This design comes from an exercise in tuning for small area on the open sky130 flow, not from production work.
The RTL was checked by simulation tests, not by an equivalence proof against the original design.

==> flow/design.v (outline; a module is shown in full before it is edited, if it fits) <==
// module fft: 1451 lines
// module fft_rca: 12 lines
// module fft_rcah: 16 lines
// module fft_fa: 6 lines
module fft(clk,rst,fir_data,fir_valid,fft_data,fft_valid,freq,fft_fin);
  // ...
==> flow/run.sh <==
#!/bin/bash
# synth_recipe.tcl (not shown) runs the flow's synth.tcl, then flattens the netlist and writes it again
# the make line also repeats each setting of config.mk as NAME=value (left out here)
make -C /OpenROAD-flow-scripts/flow DESIGN_CONFIG=/design/flow/config.mk WORK_HOME=/design/flow/orfs CLKGATE_MAP_FILE= SYNTH_SCRIPT=/design/flow/synth_recipe.tcl finish
==> flow/config.mk <==
export PLATFORM = sky130hd
export DESIGN_NAME = fft
export DESIGN_NICKNAME = fft
export VERILOG_FILES = /design/flow/design.v
export SDC_FILE = /design/flow/constraint.sdc
export NUM_CORES = 4
export LEC_CHECK = 0
export ABC_AREA = 1
export CAP_MARGIN = 20
export CORE_MARGIN = 2
export CORE_UTILIZATION = 80
export CTS_BUF_LIST = sky130_fd_sc_hd__clkbuf_8
export CTS_CLUSTER_DIAMETER = 50
export CTS_CLUSTER_SIZE = 16
export PLACE_DENSITY = 0.88
export SLEW_MARGIN = 20
export SYNTH_HIERARCHICAL = 1
export SYNTH_MINIMUM_KEEP_SIZE = 0
==> flow/constraint.sdc <==
create_clock -name core_clock -period 12.0 [get_ports {clk}]
set_input_delay 2.4000 -clock core_clock [delete_from_list [all_inputs] [get_ports {clk}]]
set_output_delay 2.4000 -clock core_clock [all_outputs]
set_load 0.01 [all_outputs]
==> impl_results.md, run 1 <==
* Largest register FFs at 128
* Largest family of logic cells by synthesized area: adder cells
* Max cap viols at 0
* Drt pass-1 iters at 11
* All-Layer GR Usage at 0.397
* I/O Buffers at 56
* Post-Route M1 WL at 28.5 mm
* Worst-path maximum fanout at 10
* Core Region at about 0.04 sq mm
* Sequential cell area share at 0.337
* Routed vias at 22400
* Clock Skew at about 60 ps
* Routed length per instance at 21.3 microns
* First-pass GRT wire length at 125 mm
* I/O Pins at 57
* TAP cells at 525
* Worst-Skew Late Latency at 690 ps
* Worst path slowest cell: clkdlybuf4s50_1
* Crit path largest cell delay at 560 ps
* Gp weighted congestion at 0.983
* Cell variety after synth at 47
* Clock sinks at 572
* Final setup viols at 0
* FILL cells at 1966
* Met3 Wirelength at between 6 and 7 mm
* Status: timing/DRC/antenna clean
* Vias in the first global route at 23600
* Final ANT Viol Nets at 0
* Area delta synth->final at 6.79%
* Clock buf/inv share at 0.0296
==> inputs of run 2 (changes only) <==
--- a/flow/design.v
+++ b/flow/design.v
@@ -804,20 +804,22 @@
 assign pBC[30] = tbc_173;
 assign pBC[31] = tbc_175;
 wire q35 = ~q1[3] & q1[0] & (q1[2] ^ q1[1]);
 wire q4  = ~q1[3] & (q1[2:0] == 3'd4);
 wire q0P = q1[3] | (q1[2:0] == 3'd0);
 wire [23:0] Br = cnt[3] ? {a1, 8'd0} : (q35 ? pBC[31:8] : (q4 ? 24'd0 : pAC[31:8]));
 wire q17 = ~q1[3] & q1[0] & ~(q1[2] ^ q1[1]);
 wire [23:0] Bi = q17 ? pBC[31:8] : (q0P ? 24'd0 : pAC[31:8]);
-reg  [23:0] Brr, Bir;
+reg  [23:0] nBr, nBi;         
+wire [23:0] Brr = ~nBr;
+wire [23:0] Bir = ~nBi;
 reg         z2r;
 always @(posedge clk) begin
-  Brr <= Br; Bir <= Bi; z2r <= z2;
+  nBr <= ~Br; nBi <= ~Bi; z2r <= z2;
 end
 reg  [23:0] f2r [0:3];
 reg  [23:0] f2i [0:3];
 wire [23:0] Fr = f2r[3];
 wire [23:0] Fi = f2i[3];
 wire [23:0] F2r = f2r[2];     
 wire [23:0] F2i = f2i[2];     
 reg  [2:0] qb;
@@ -1404,20 +1406,22 @@
 assign Pr[35] = xcr_285 ? xcr_315 : xcr_296;
 assign Pr[36] = xcr_285 ? xcr_317 : xcr_298;
 assign Pr[37] = xcr_285 ? xcr_319 : xcr_300;
 assign Pr[38] = xcr_285 ? xcr_321 : xcr_302;
 assign Pr[39] = xcr_285 ? xcr_323 : xcr_304;
 wire xcr_324;
 assign xcr_324 = xcr_285 ? xcr_322 : xcr_303;
 assign Xo = Pr[39:24];
-reg [15:0] s2r, s2i;
+reg [15:0] n2r, n2i;
+wire [15:0] s2r = ~n2r;
+wire [15:0] s2i = ~n2i;
 always @(posedge clk) begin
-  s2r <= mulC ? Pr[39:24] : vrr[23:8];
-  s2i <= mulC ? wx[15:0] : vir[23:8];
+  n2r <= ~(mulC ? Pr[39:24] : vrr[23:8]);
+  n2i <= ~(mulC ? wx[15:0] : vir[23:8]);
 end
 reg  [15:0] f3r [0:1];
 reg  [15:0] f3i [0:1];
 wire [15:0] Gr = f3r[1];
 wire [15:0] Gi = f3i[1];
 wire sel3 = qs[1];
 wire rf   = ~qs[2] & qs[0];
 wire rr3  = rf & s2r[15];
==> flow/config.mk (replaced) <==
export PLATFORM = sky130hd
export DESIGN_NAME = fft
export DESIGN_NICKNAME = fft
export VERILOG_FILES = /design/flow/design.v
export SDC_FILE = /design/flow/constraint.sdc
export NUM_CORES = 4
export LEC_CHECK = 0
export ABC_AREA = 1
export CAP_MARGIN = 20
export CORE_MARGIN = 2
export CORE_UTILIZATION = 70
export CTS_BUF_LIST = sky130_fd_sc_hd__clkbuf_8
export CTS_CLUSTER_DIAMETER = 50
export CTS_CLUSTER_SIZE = 16
export PLACE_DENSITY = 0.8
export SLEW_MARGIN = 20
export SYNTH_HIERARCHICAL = 1
export SYNTH_MINIMUM_KEEP_SIZE = 0
==> run 2 against run 1 <==
  * Die area up 12%
  * Still clean on timing, DRC and antenna
  * Area after synthesis down 1.6%
  * Clock-buffer cell count down 6
  * Highest routed layer unchanged
  * Largest cell class unchanged
  * First-iteration DRC count down 19%
  * Critical endpoint is now fft_data[15]
  * Critical path type unchanged
  * Clock skew down 16 ps
  * Global-route usage down 6.3 points
  * Register-to-register slack better by 390 ps
==> impl_results.md, run 2 <==
* Drt pass-1 iters at 6 (-5)
* Final ANT Viol Nets at 0 (unchanged)
* First-pass GRT wire length at 119 mm (-4.7%)
* Top flop regs: f1: 128 flops, f2i: 96 flops, f2r: 96 flops
* Synthesized instance count at 2938
* Routed length per instance at 20.6 microns (-3.2%)
* Starting DRC count in detailed routing at 1777
* R2R Setup Slk at 810 ps
* Die Area at 0.0465 sq mm
* Hold Startpoint: f2r[0][3]$_DFF_P_
* Cell Rows at 77
* Largest net degree at the start of global routing at 98
* Final WL at 74.0 mm
* Synth Flop Type: dfxtp_1
* Initial antenna violation count at 0
* DP Cell Count at 3512
* Largest register FFs at 128 (unchanged)
* Post-layout nets at roughly 3600
* Mean Syn Cell Area at about 11 sq um
* Commonest non-fill, non-tap cells in the layout: 566 x dfxtp_1, 505 x fa_1, 377 x nand2_1, 350 x inv_1, 309 x o21ai_0
* FILL cells at 2933 (+49%)
* Cell variety after synth at 45 (-4.3%)
* Final setup viols at 0 (unchanged)
* CP Launch Type: register
* Vias in the first global route at 21800 (-7.9%)
* Gp weighted congestion at 1.04 (+5.7%)
* Max cap viols at 0 (unchanged)
* Horiz. Die Dim at 216 microns
* N_diodes at 0
* Root buf cell: clkbuf_8
* Worst-path maximum fanout at 5 (-5)
* Fin crit share at 0.977
* Clock Skew at 44.9 ps (-16.3 ps)
* Hold depth at 0
* DRC viols at 0
* Yosys warnings at 12
* Yosys top cell area share at 0.365
* Count leader, synth: dfxtp_1
* Worst R2R Start: qb[2]$_DFF_P_
* Cell Area, Synth at 0.0314 sq mm
* Ys async rst share at 0
* CP Capture Type: output pin
* Relative slew slack at 0.324
* H-tree depth at 2
* Vias per std cell at 5.65
* Core Region at 0.0442 sq mm (+12%)
* Hold Path Class: reg -> reg
* Hpwl dp at about 60 mm
* Upper clock frequency limit at between 80 and 90 MHz
* Area delta synth->final at 7.05%
* Routed vias at 20300 (-9.4%)
* Status: timing/DRC/antenna clean
* FF+latch count, synth at 572
* R2R depth at 30
* Worst-Skew Late Latency at 680 ps (about the same)
* TritonCTS buffer count at 49
* Slew @ Worst Pin at 1010 ps
* Reg with most FFs: f1
* Worst hold path endpoint: f2r[1][3]$_DFF_P_
* CTS tree: yes
* Finished Layout Cells at 3588
* Post-route cell area at around 0.034 sq mm
* Critical Path AT at 9320 ps
* All-Layer GR Usage at 0.334 (-0.0629)
* Post-synth EDFFs at 0
* Clk pin slew, worst setup/hold paths at 100 ps
* Maximum clock insertion buffer count at 3
* Most common library cell in the layout ignoring fill and taps: dfxtp_1
* Synth top area cells: dfxtp_1 36%, fa_1 32%, o21ai_0 5.0%, nand2_1 4.5%, inv_1 4.2%
* Initial Util at 0.710
* FF-to-FF End: vrr[23]$_DFF_P_
* Final hold vios at 0
* Placed Area at around 0.033 sq mm
* GR Overflow Total at 0
* Clock sinks at 572 (unchanged)
* RSZ-0062 raised after global routing: true
* Period minus WS final at between 10000 and 15000 ps
* Area occupied by multi-input gates at 0.0181 sq mm
* Synth area leader: dfxtp_1
* FF+latch area at 0.0115 sq mm
* Worst hold slack at 316 ps
* Worst endpoint required time at 9600 ps
* Post-synthesis sequential area ratio at 0.365
* Fraction of layout cells with a size suffix above 1 at 0.0624
* Commonest cells post-synth: 572 x dfxtp_1, 508 x fa_1, 378 x nand2_1, 349 x inv_1, 311 x o21ai_0
* Final Slew Violations at 0
* I/O Pins at 57 (unchanged)
* Die H at 216 microns
* I/O Buffers at 56 (unchanged)
* Setup CP Type: reg -> out
==> run 2: cell count changes in the layout (fill, tap and decap cells not counted), sizes merged, moves of 6 or more <==
cell,previous run,this run
nor2,191,207
o21ai,287,313
a31oi,15,0
nand3,47,30
o32ai,8,0
a221o,0,15
o22ai,73,64
mux2i,14,25
inv,494,368
clkinv,16,10
a22oi,12,34
mux2,8,16
clkbuf,57,51
nand2,517,383
==> run 2: cell families after synthesis <==
group,Yosys count,share of synthesized area
fa+ha+maj,605,0.363
flops,572,0.365
simple gates,640,0.0806
mux,41,0.0137
other cells,2,0.000239
compound gates,476,0.0859
buf+inv,496,0.0615
xor+xnor,106,0.0303
==> run 2: metal layers <==
metal | GRT usage | wire, microns | vias up
met5 | 0 | 0 | -
met4 | 0.134 | 3100 | 0
met3 | 0.0492 | 4780 | 175
met2 | 0.553 | 36100 | 755
met1 | 0.447 | 30100 | 10100
li1 | - | - | 9233
==> run 2: final cells by class <==
type                            instances  area share
Inverter                              360      0.0405
Clock buffer                           50      0.0205
Tap cell                              592      0.0221
Multi-Input combinational cell       1880       0.538
Timing Repair Buffer                  111      0.0295
Clock inverter                         23     0.00820
Sequential cell                       572       0.341
==> run 2: repair_timing <==
| item | 4_1_cts | 5_1_grt |
|---|---|---|
| gates resized for setup | 12 | 12 |
| setup endpoints to repair | 2 | 3 |
| pin swaps | 1 | 1 |
| hold buffers | 0 | 0 |
| buffers inserted | 2 | 0 |
==> run 2: modules after synthesis, one instance, submodules excluded, excerpt <==
| module | cell area (sq um) | flip-flops and latches |
|---|---|---|
| fft_fa | 20.0 | 0 |
| fft | 21000 | 572 |
==> run 2: worst max-delay path, stage by stage (launching register included) <==
cell      delay [ps]
dfxtp_4          390
ha_1             180
inv_1             90
ha_4             300
nand3b_1         150
nor2_2           170
fa_1             450
inv_2            100
nor2_1            70
fa_1             420
fa_1             390
fa_1             400
fa_1             400
fa_1             400
fa_1             390
fa_1             380
fa_1             390
fa_1             410
fa_1             410
fa_2             370
fa_1             380
fa_1             400
fa_1             390
fa_1             380
fa_1             500
inv_1             50
o21ai_1          120
clkbuf_2         150
==> run 2: metrics by stage <==
stage | setup slack, ps | utilization | setup TNS [ps]
floorplan | 460 | - | 0
global placement | 656 | 0.736 | 0
detailed placement | 388 | 0.736 | 0
CTS | 23.4 | 0.759 | 0
global route | -24.8 | 0.760 | -24.8
finish | 282 | 0.760 | 0
==> run 2: worst max path at each step <==
| stage | from | end | cells after the start |
|---|---|---|---|
| global placement | cnt[1]$_SDFFE_PP0P_ | fft_data[15] | 26 |
| CTS | cnt[1]$_SDFFE_PP0P_ | fft_data[15] | 27 |
| global route | cnt[1]$_SDFFE_PP0P_ | fft_data[15] | 27 |
| detailed placement | cnt[1]$_SDFFE_PP0P_ | fft_data[15] | 26 |
| floorplan | cnt[0]$_SDFFE_PP0P_ | fft_data[15] | 30 |
| finish | cnt[1]$_SDFFE_PP0P_ | fft_data[15] | 27 |
==> inputs of run 3 (changes only) <==
--- a/flow/config.mk
+++ b/flow/config.mk
@@ -12,4 +12,4 @@
 export CTS_BUF_LIST = sky130_fd_sc_hd__clkbuf_8
-export CTS_CLUSTER_DIAMETER = 50
-export CTS_CLUSTER_SIZE = 16
+export CTS_CLUSTER_DIAMETER = 45
+export CTS_CLUSTER_SIZE = 22
 export PLACE_DENSITY = 0.8
==> run 3 against run 2 <==
  * Sequential cell count unchanged
  * Clock skew increased by 5.3 ps
  * Maximum frequency decreased by 0.17%
  * Via count increased by 0.44%
  * Synthesized cell count unchanged
  * Register-to-register slack improved by 20 ps
  * Clock-buffer cell count increased by 5
  * Design area increased by 0.93%
  * Critical path type unchanged
==> impl_results.md, run 3 <==
* Status: timing/DRC/antenna clean
* Cell Rows at 77 (unchanged)
* Largest net degree at the start of global routing at 98 (unchanged)
* I/O Buffers at 56 (unchanged)
* R2R depth at 30 (unchanged)
* Period minus WS final at 11740 ps (+19.8 ps)
* Final ANT Viol Nets at 0 (unchanged)
* Post-layout nets at 3601 (+0.083%)
* Die H at 216 microns (unchanged)
* Crit path top cell by count: fa_1
* CP Capture Type: output pin
* Initial Util at 0.710 (unchanged)
* Clk pin slew, worst setup/hold paths at 110 ps (about the same)
* TritonCTS buffer count at 53 (+8.2%)
* Synth area leader: dfxtp_1
* DRC viols at 0 (unchanged)
* Hold depth at 0 (unchanged)
* Core Region at 0.0442 sq mm (unchanged)
* I/O Pins at 57 (unchanged)
* Fin crit share at 0.978 (+0.00165)
* Largest register FFs at 128 (unchanged)
* Commonest cells post-synth: 572 x dfxtp_1, 508 x fa_1, 378 x nand2_1, 349 x inv_1, 311 x o21ai_0
* CP top delay family: adder cells
* Final hold vios at 0 (unchanged)
* Yosys top cell area share at 0.365 (unchanged)
* Area delta synth->final at 8.04%
* Maximum clock insertion buffer count at 3 (unchanged)
* Synthesized instance count at 2938 (unchanged)
* FF+latch count, synth at 572 (unchanged)
* Count leader, synth: dfxtp_1
* Bufs and invs on worst path at 6 (+2)
* Clock Skew at 50.2 ps (+5.27 ps)
* Top flop regs: f1: 128 flops, f2i: 96 flops, f2r: 96 flops
* Routed vias at 20400 (+0.44%)
* Synth Flop Type: dfxtp_1
* Worst endpoint required time at 9600 ps (about the same)
* Post-synthesis sequential area ratio at 0.365 (unchanged)
* Finished Layout Cells at 3610 (+0.61%)
* Root buf cell: clkbuf_8
* Crit path largest cell delay at 500 ps (about the same)
* Commonest non-fill, non-tap cells in the layout: 566 x dfxtp_1, 505 x fa_1, 377 x nand2_1, 343 x inv_1, 309 x o21ai_0
* N_diodes at 0 (unchanged)
* Post-synth EDFFs at 0 (unchanged)
* Cell Area, Synth at 0.0314 sq mm (unchanged)
* Setup CP Type: reg -> out
* Horiz. Die Dim at 216 microns (unchanged)
* Vias per std cell at 5.64 (-0.17%)
* Worst-Skew Late Latency at 690 ps (about the same)
* All-Layer GR Usage at 0.335 (+0.00113)
* Synth top area cells: dfxtp_1 36%, fa_1 32%, o21ai_0 5.0%, nand2_1 4.5%, inv_1 4.2%
* Slew @ Worst Pin at 1020 ps (+6.69 ps)
* Reg with most FFs: f1
* Hold Path Class: reg -> reg
* DP Cell Count at 3512 (unchanged)
* Die Area at 0.0465 sq mm (unchanged)
* Initial antenna violation count at 0 (unchanged)
* Critical Path AT at 9340 ps (+20 ps)
* Upper clock frequency limit at 85.2 MHz (-0.17%)
* Ys async rst share at 0 (unchanged)
* Final WL at 74.4 mm (+0.50%)
* GR Overflow Total at 0 (unchanged)
* Vias in the first global route at 22000 (+0.87%)
* RSZ-0062 raised after global routing: true
* Worst hold slack at 320 ps (+4.45 ps)
* Relative slew slack at 0.319 (-0.00447)
* Worst-path maximum fanout at 4 (-1)
* Max cap viols at 0 (unchanged)
* Gp weighted congestion at 1.04 (unchanged)
* Final setup viols at 0 (unchanged)
* Routed length per instance at 20.6 microns (-0.11%)
* Post-layout util at 0.767 (+0.00704)
* FILL cells at 2897 (-1.2%)
* Yosys warnings at 12 (unchanged)
* H-tree depth at 2 (unchanged)
* Clock sinks at 572 (unchanged)
* CTS tree: yes
* Worst path slowest cell: fa_1
* First-pass GRT wire length at 119 mm (+0.45%)
* Hold_buf cts at 0 (unchanged)
* Final Slew Violations at 0 (unchanged)
* Mean Syn Cell Area at 10.7 sq um (unchanged)
* Cell variety after synth at 45 (unchanged)
* Most common library cell in the layout ignoring fill and taps: dfxtp_1
* CP Launch Type: register
* CP Depth at 27 (unchanged)
* Drt pass-1 iters at 6 (unchanged)
* Fraction of layout cells with a size suffix above 1 at 0.0716 (+0.00915)
* Hpwl dp at 59.3 mm (unchanged)
* Starting DRC count in detailed routing at 1655 (-6.9%)
==> run 3: layout make-up <==
class | instances | area, sq um | area share
inverters | 360 | 1360 | 0.0400
repair buffers | 110 | 986 | 0.0291
clock inverters | 41 | 526 | 0.0155
multi-input cells | 1880 | 18100 | 0.533
flip-flops and latches | 572 | 11500 | 0.338
well taps | 592 | 741 | 0.0219
clock buffers | 55 | 757 | 0.0223
==> run 3: Yosys stat by module (local to each module, per instance), excerpt <==
module,area [sq um],cells inside
fft,21000,2391
fft_fa,20.0,1
==> run 3: kinds of logic (layout without fill, tap and decap cells) <==
logic type      after synthesis  in the layout  synth area share
xor+xnor                    106            106            0.0303
simple gates                640            640            0.0806
buf+inv                     496            566            0.0615
fa+ha+maj                   605            605             0.363
compound gates              476            476            0.0859
flops                       572            572             0.365
other cells                   2             12          0.000239
mux                          41             41            0.0137
==> run 3: what timing repair did <==
action                     in CTS  in global routing
pin swaps                       1                  1
setup endpoints to repair       2                  3
resized for setup              15                 13
buffers inserted                1                  0
cloned                          0                  0
==> run 3: routing by layer <==
| metal | GRT usage | part of all wire |
|---|---|---|
| met5 | 0 | 0 |
| met4 | 0.141 | 0.043 |
| met3 | 0.0454 | 0.059 |
| met2 | 0.556 | 0.49 |
| met1 | 0.447 | 0.41 |
==> run 3: worst paths after layout <==
path,from,to,slack (ps)
max,cnt[0]$_SDFFE_PP0P_,fft_data[15],260
min,f2r[0][18]$_DFF_P_,f2r[1][18]$_DFF_P_,320
max reg2reg,qb[2]$_DFF_P_,vrr[23]$_DFF_P_,830
min reg2reg,f2r[0][18]$_DFF_P_,f2r[1][18]$_DFF_P_,320
==> run 3: per-stage QoR <==
stage               cell area [sq um]  setup slack [ps]  TNS, ps
floorplan                       31400               460        0
global placement                32500               656        0
detailed placement              32500               388        0
CTS                             33900              36.8        0
global route                    33900             -67.7    -67.7
finish                          33900               262        0

[what the ideal ports hide]
Ports are ideal in the flow. The routed layouts listed here were re-timed in OpenROAD. Step 1 sets driving cells, clkbuf_16 on the clock port and buf_2 on the other inputs (assumed; they add their load-dependent delay and slew). Step 2 also shifts input and output timing later by t, the mid clock arrival at the registers, as if the neighbouring blocks saw the same clock. a / b / c = ideal / step 1 / step 2; a / b = the first two.
run | shift t [ns] | setup WS [ns] | hold slack, ns
run 1 | 0.720 | 0.354 / 0.299 / 0.420 | 0.303 / 0.303 / 0.303
run 2 | 0.713 | 0.282 / 0.226 / 0.815 | 0.316 / 0.316 / 0.316
run 3 | 0.720 | 0.262 / 0.206 / 0.830 | 0.320 / 0.320 / 0.320
After both steps every run listed still meets setup and hold.
